Source: an optimization exercise on an open RTL-to-GDS flow (aim: small area, a short achievable clock period and few clock cycles). Production flows keep margins and buffers that such runs may drop. RTL that was checked went through simulation tests only; none was proved equivalent to the original. No driver is modelled on the clock port, so clock power and skew are understated where the tree is cut down; a real chip needs a root buffer or a tree.

==> module ELA, before the edit <==
module ELA(clk, rst, ready, in_data, data_rd, req, wen, addr, data_wr, done);
	input				clk;
	input				rst;
	input				ready;
	input		[7:0]	in_data;
	input		[7:0]	data_rd;
	output reg			req;
	output reg			wen;
	output reg	[12:0]	addr;
	output reg	[7:0]	data_wr;
	output reg			done;
localparam IDLE = 2'd0, STR = 2'd1, ODD = 2'd2, FIN = 2'd3;
localparam [11:0] LAST_GROUP = 12'd3970;	 
reg [1:0]  mode;
reg [11:0] n;		 
reg        pu, pw, pl;
reg        rdy;		 
always @(posedge clk or posedge rst) begin
	if(rst) begin
		mode <= IDLE;
		rdy <= 1'b0;
		req <= 1'b0;
		wen <= 1'b0;
		done <= 1'b0;
	end
	else begin
		rdy <= ready;
		req <= 1'b0;
		wen <= 1'b0;
		done <= 1'b0;
		case(mode)
			IDLE: if(rdy) begin
				mode <= STR;
				req <= 1'b1;
			end
			STR: begin
				wen <= 1'b1;
				if(n[6:0] == 7'd127 && n[11:7] != 5'd31)
					req <= 1'b1;
				if(n == 12'd4095)
					mode <= ODD;
			end
			ODD: begin
				wen <= pu && (n >= 12'd3);
				if(n == LAST_GROUP && pu)
					mode <= FIN;
			end
			default: done <= 1'b1;
		endcase
	end
end
always @(posedge clk) begin
	if(mode == ODD) begin
		pu <= pl;
		pw <= pu;
		pl <= pw;
	end
	else begin
		pu <= 1'b0;
		pw <= 1'b0;
		pl <= 1'b1;
	end
end
always @(posedge clk) begin
	if(mode == IDLE)
		n <= 12'd0;
	else if(mode == STR || pw)
		n <= n + 12'd1;
end
wire [6:0]  wc = n[6:0] - 7'd3;
wire [4:0]  wr = n[11:7] - {4'd0, (n[6:2] == 5'd0) && (n[1:0] != 2'd3)};
wire [11:0] w = {wr, wc};
wire [4:0]  lrow = n[11:7] + 5'd1;
always @(posedge clk) begin
	if(mode != ODD || pl)
		addr <= {n[11:7], 1'b0, n[6:0]};
	else if(pu)
		addr <= {w[11:7], 1'b1, w[6:0]};
	else
		addr <= {lrow, 1'b0, n[6:0]};
end
wire edge_col = (n[6:1] == 6'd1);
function [7:0] avg;
	input [7:0] a, b;
	reg [8:0] t;
	begin
		t = {1'b0, a} + {1'b0, b};
		avg = t[8:1];
	end
endfunction
reg [7:0] U0, U1, U2;
reg [7:0] L0, L1, L2;
always @(posedge clk) begin
	U0 <= pu ? U1 : U0;
	U1 <= U2;
	U2 <= pu ? data_rd : U1;
	L0 <= L1;
	L1 <= pu ? L2 : L0;
	L2 <= pl ? data_rd : L0;
end
wire [7:0] ut = pw ? U1 : U0;
wire [8:0] sd = {1'b0, ut} - {1'b0, L2};
wire [7:0] ad = sd[8] ? (8'd0 - sd[7:0]) : sd[7:0];
reg [7:0] Dp, Mp;		 
reg [7:0] Dmin;			 
reg       xlty;			 
always @(posedge clk) begin
	Dp <= ad;
	Mp <= avg(ut, L2);
	xlty <= sd[8];
end
wire [8:0] cmp = {1'b0, Dmin} + {1'b0, ~Dp} + {8'd0, !pl};
wire better = cmp[8];
wire keep = pw || (pl && better);	 
always @(posedge clk) begin
	if(keep)
		Dmin <= Dp;
end
wire [7:0] M = data_wr;
wire vert = edge_col || better;
wire [7:0] x = U0, y = L0;
wire gx = (x >= M);
wire gy = (y >= M);
wire pick_x = xlty ? gx : !(gx || gy);
wire pick_y = xlty ? !(gx || gy) : gy;
wire [7:0] med = pick_x ? x : pick_y ? y : M;
wire [7:0] blue = vert ? Mp : med;
always @(posedge clk) begin
	if(mode == STR)
		data_wr <= in_data;
	else if(keep)
		data_wr <= Mp;
	else if(pu)
		data_wr <= blue;
end
endmodule
clock: 8.5 ns
lec_check: 0
abc_area: 1
cap_margin: 20
core_margin: 2
core_utilization: 40
slew_margin: 20
standard.sh (not shown) runs the stock make flow with config.mk's settings and CLKGATE_MAP_FILE= SYNTH_SCRIPT=/design/flow/synth_recipe.tcl, a recipe that flattens the netlist after the stock synthesis.
==> flow/flow/run.sh <==
#!/bin/bash
# Layout flow: the standard flow with the standard synthesis unchanged,
# small port buffers, a one-level clock tree (flow/post_cts.tcl) and timing
# repair aimed below the clock period. Each step's output goes to a log file
# of its own in this folder; ORFS keeps its own logs under orfs/logs.
set -euo pipefail
here=$(pwd)
bash standard.sh synth > synth.log 2>&1
bash standard.sh \
  BUFFER_PORTS_ARGS="-buffer_cell sky130_fd_sc_hd__buf_2" \
  CTS_ARGS="-sink_clustering_enable -repair_clock_nets -buf_list sky130_fd_sc_hd__clkbuf_16 -dont_use_dummy_load" \
  POST_CTS_TCL="$here/flow/post_cts.tcl" \
  SETUP_SLACK_MARGIN=6.0 SKIP_CTS_REPAIR_TIMING=1 \
  finish > layout.log 2>&1
Other scripts of this flow, unchanged in this note and not shown: flow/flow/clocktree.tcl, flow/flow/post_cts.tcl
The baseline produced a clean layout.
Next try:
--- a/flow/design.v
+++ b/flow/design.v
@@ -102,23 +102,23 @@
 wire [7:0] ut = pw ? U1 : U0;
 wire [8:0] sd = {1'b0, ut} - {1'b0, L2};
 wire [7:0] ad = sd[8] ? (8'd0 - sd[7:0]) : sd[7:0];
 reg [7:0] Dp, Mp;		 
-reg [7:0] Dmin;			 
+reg [7:0] Dmin, M;		 
 reg       xlty;			 
 always @(posedge clk) begin
 	Dp <= ad;
 	Mp <= avg(ut, L2);
 	xlty <= sd[8];
 end
 wire [8:0] cmp = {1'b0, Dmin} + {1'b0, ~Dp} + {8'd0, !pl};
 wire better = cmp[8];
-wire keep = pw || (pl && better);	 
 always @(posedge clk) begin
-	if(keep)
+	if(pw || (pl && better)) begin
 		Dmin <= Dp;
+		M <= Mp;
+	end
 end
-wire [7:0] M = data_wr;
 wire vert = edge_col || better;
 wire [7:0] x = U0, y = L0;
 wire gx = (x >= M);
 wire gy = (y >= M);
@@ -128,10 +128,8 @@
 wire [7:0] blue = vert ? Mp : med;
 always @(posedge clk) begin
 	if(mode == STR)
 		data_wr <= in_data;
-	else if(keep)
-		data_wr <= Mp;
-	else if(pu)
+	else
 		data_wr <= blue;
 end
 endmodule
The new run finished with timing, DRC and antenna clean.
Wire length grows by 0.70%.
Via count came out higher by 1.2%.
Critical path depth stays the same.
Area after synthesis goes up by 3.0%.
Setup slack improves by 0.095 ns.
Testbench counts after the change, summed over its fixed seeds: cycles 256,192.
Only the layout flow was run in the first run of this note; the RTL was not checked for function there. In every run of this note, the design's own scripts or RTL, not TritonCTS, make the clock network.


The RTL this note starts from:
==> flow/design.v <==
`timescale 1ns/10ps
module ELA(clk, rst, ready, in_data, data_rd, req, wen, addr, data_wr, done);
	input				clk;
	input				rst;
	input				ready;
	input		[7:0]	in_data;
	input		[7:0]	data_rd;
	output reg			req;
	output reg			wen;
	output reg	[12:0]	addr;
	output reg	[7:0]	data_wr;
	output reg			done;
localparam IDLE = 2'd0, STR = 2'd1, ODD = 2'd2, FIN = 2'd3;
localparam [11:0] LAST_GROUP = 12'd3970;	 
reg [1:0]  mode;
reg [11:0] n;		 
reg        pu, pw, pl;
reg        rdy;		 
always @(posedge clk or posedge rst) begin
	if(rst) begin
		mode <= IDLE;
		rdy <= 1'b0;
		req <= 1'b0;
		wen <= 1'b0;
		done <= 1'b0;
	end
	else begin
		rdy <= ready;
		req <= 1'b0;
		wen <= 1'b0;
		done <= 1'b0;
		case(mode)
			IDLE: if(rdy) begin
				mode <= STR;
				req <= 1'b1;
			end
			STR: begin
				wen <= 1'b1;
				if(n[6:0] == 7'd127 && n[11:7] != 5'd31)
					req <= 1'b1;
				if(n == 12'd4095)
					mode <= ODD;
			end
			ODD: begin
				wen <= pu && (n >= 12'd3);
				if(n == LAST_GROUP && pu)
					mode <= FIN;
			end
			default: done <= 1'b1;
		endcase
	end
end
always @(posedge clk) begin
	if(mode == ODD) begin
		pu <= pl;
		pw <= pu;
		pl <= pw;
	end
	else begin
		pu <= 1'b0;
		pw <= 1'b0;
		pl <= 1'b1;
	end
end
always @(posedge clk) begin
	if(mode == IDLE)
		n <= 12'd0;
	else if(mode == STR || pw)
		n <= n + 12'd1;
end
wire [6:0]  wc = n[6:0] - 7'd3;
wire [4:0]  wr = n[11:7] - {4'd0, (n[6:2] == 5'd0) && (n[1:0] != 2'd3)};
wire [11:0] w = {wr, wc};
wire [4:0]  lrow = n[11:7] + 5'd1;
always @(posedge clk) begin
	if(mode != ODD || pl)
		addr <= {n[11:7], 1'b0, n[6:0]};
	else if(pu)
		addr <= {w[11:7], 1'b1, w[6:0]};
	else
		addr <= {lrow, 1'b0, n[6:0]};
end
wire edge_col = (n[6:1] == 6'd1);
function [7:0] avg;
	input [7:0] a, b;
	reg [8:0] t;
	begin
		t = {1'b0, a} + {1'b0, b};
		avg = t[8:1];
	end
endfunction
reg [7:0] U0, U1, U2;
reg [7:0] L0, L1, L2;
always @(posedge clk) begin
	U0 <= pu ? U1 : U0;
	U1 <= U2;
	U2 <= pu ? data_rd : U1;
	L0 <= L1;
	L1 <= pu ? L2 : L0;
	L2 <= pl ? data_rd : L0;
end
wire [7:0] ut = pw ? U1 : U0;
wire [8:0] sd = {1'b0, ut} - {1'b0, L2};
wire [7:0] ad = sd[8] ? (8'd0 - sd[7:0]) : sd[7:0];
reg [7:0] Dp, Mp;		 
reg [7:0] Dmin, M;		 
reg       xlty;			 
always @(posedge clk) begin
	Dp <= ad;
	Mp <= avg(ut, L2);
	xlty <= sd[8];
end
wire [8:0] cmp = {1'b0, Dmin} + {1'b0, ~Dp} + {8'd0, !pl};
wire better = cmp[8];
always @(posedge clk) begin
	if(pw || (pl && better)) begin
		Dmin <= Dp;
		M <= Mp;
	end
end
wire vert = edge_col || better;
wire [7:0] x = U0, y = L0;
wire gx = (x >= M);
wire gy = (y >= M);
wire pick_x = xlty ? gx : !(gx || gy);
wire pick_y = xlty ? !(gx || gy) : gy;
wire [7:0] med = pick_x ? x : pick_y ? y : M;
wire [7:0] blue = vert ? Mp : med;
always @(posedge clk) begin
	if(mode == STR)
		data_wr <= in_data;
	else
		data_wr <= blue;
end
endmodule
export LEC_CHECK = 0
export ABC_AREA = 1
export CAP_MARGIN = 20
export CORE_MARGIN = 2
export CORE_UTILIZATION = 40
export SLEW_MARGIN = 20
create_clock -name core_clock -period 8.5 [get_ports {clk}]
Scripts as last shown in full above: flow/flow/run.sh
Other scripts of this flow, unchanged in this note and not shown: flow/flow/clocktree.tcl, flow/flow/post_cts.tcl
Testbench counts at the start, summed over its fixed seeds: cycles 256,192.
Rerun with:
--- a/flow/design.v
+++ b/flow/design.v
@@ -14,24 +14,21 @@
 localparam [11:0] LAST_GROUP = 12'd3970;	 
 reg [1:0]  mode;
 reg [11:0] n;		 
 reg        pu, pw, pl;
-reg        rdy;		 
 always @(posedge clk or posedge rst) begin
 	if(rst) begin
 		mode <= IDLE;
-		rdy <= 1'b0;
 		req <= 1'b0;
 		wen <= 1'b0;
 		done <= 1'b0;
 	end
 	else begin
-		rdy <= ready;
 		req <= 1'b0;
 		wen <= 1'b0;
 		done <= 1'b0;
 		case(mode)
-			IDLE: if(rdy) begin
+			IDLE: if(ready) begin
 				mode <= STR;
 				req <= 1'b1;
 			end
 			STR: begin
Result: Critical path depth is unchanged; worst hold slack is better by 3.0 ps; cell area came out lower slightly; utilization goes down by 0.32 points; register-to-register slack gains 20 ps; routed wire length climbs slightly; synthesized area drops slightly.
Testbench counts after the change, summed over its fixed seeds: cycles 256,176.
In every run of this note, the design's own scripts or RTL, not TritonCTS, make the clock network.

## static timing again, ports no longer ideal
Ports are ideal in the flow. The routed layouts listed here were re-timed in OpenROAD. Step 1: set_driving_cell puts a clkbuf_16 on clk and a buf_2 on each other input, an assumption about the parent block. Step 2, shift: input delay + t, output delay - t, t = (earliest + latest rising clock arrival at the registers) / 2. This alone moves slack from input paths to output paths. Three values: ideal ports, drivers, drivers and shift; two values: the first two.
run	t (ns)	setup slack, ns	latest minus earliest clock arrival (ns)	worst register clock-pin slew, ns	pins driven straight from the clock port
the first run of note 1	0.249	6.014 / 5.934 / 6.089	0.016 / 0.016	0.12 / 0.12	4
the second run of note 1	0.255	6.109 / 6.023 / 6.161	0.019 / 0.018	0.12 / 0.12	4
the first run of note 2	0.255	6.109 / 6.023 / 6.161	0.019 / 0.018	0.12 / 0.12	4
the second run of note 2	0.257	6.074 / 5.988 / 6.069	0.019 / 0.019	0.12 / 0.12	4
After both steps every run listed still meets setup and hold. For the second run of note 2, which loses most, drivers alone change the setup slack by -0.086 ns; drivers and shift together by -0.005 ns.
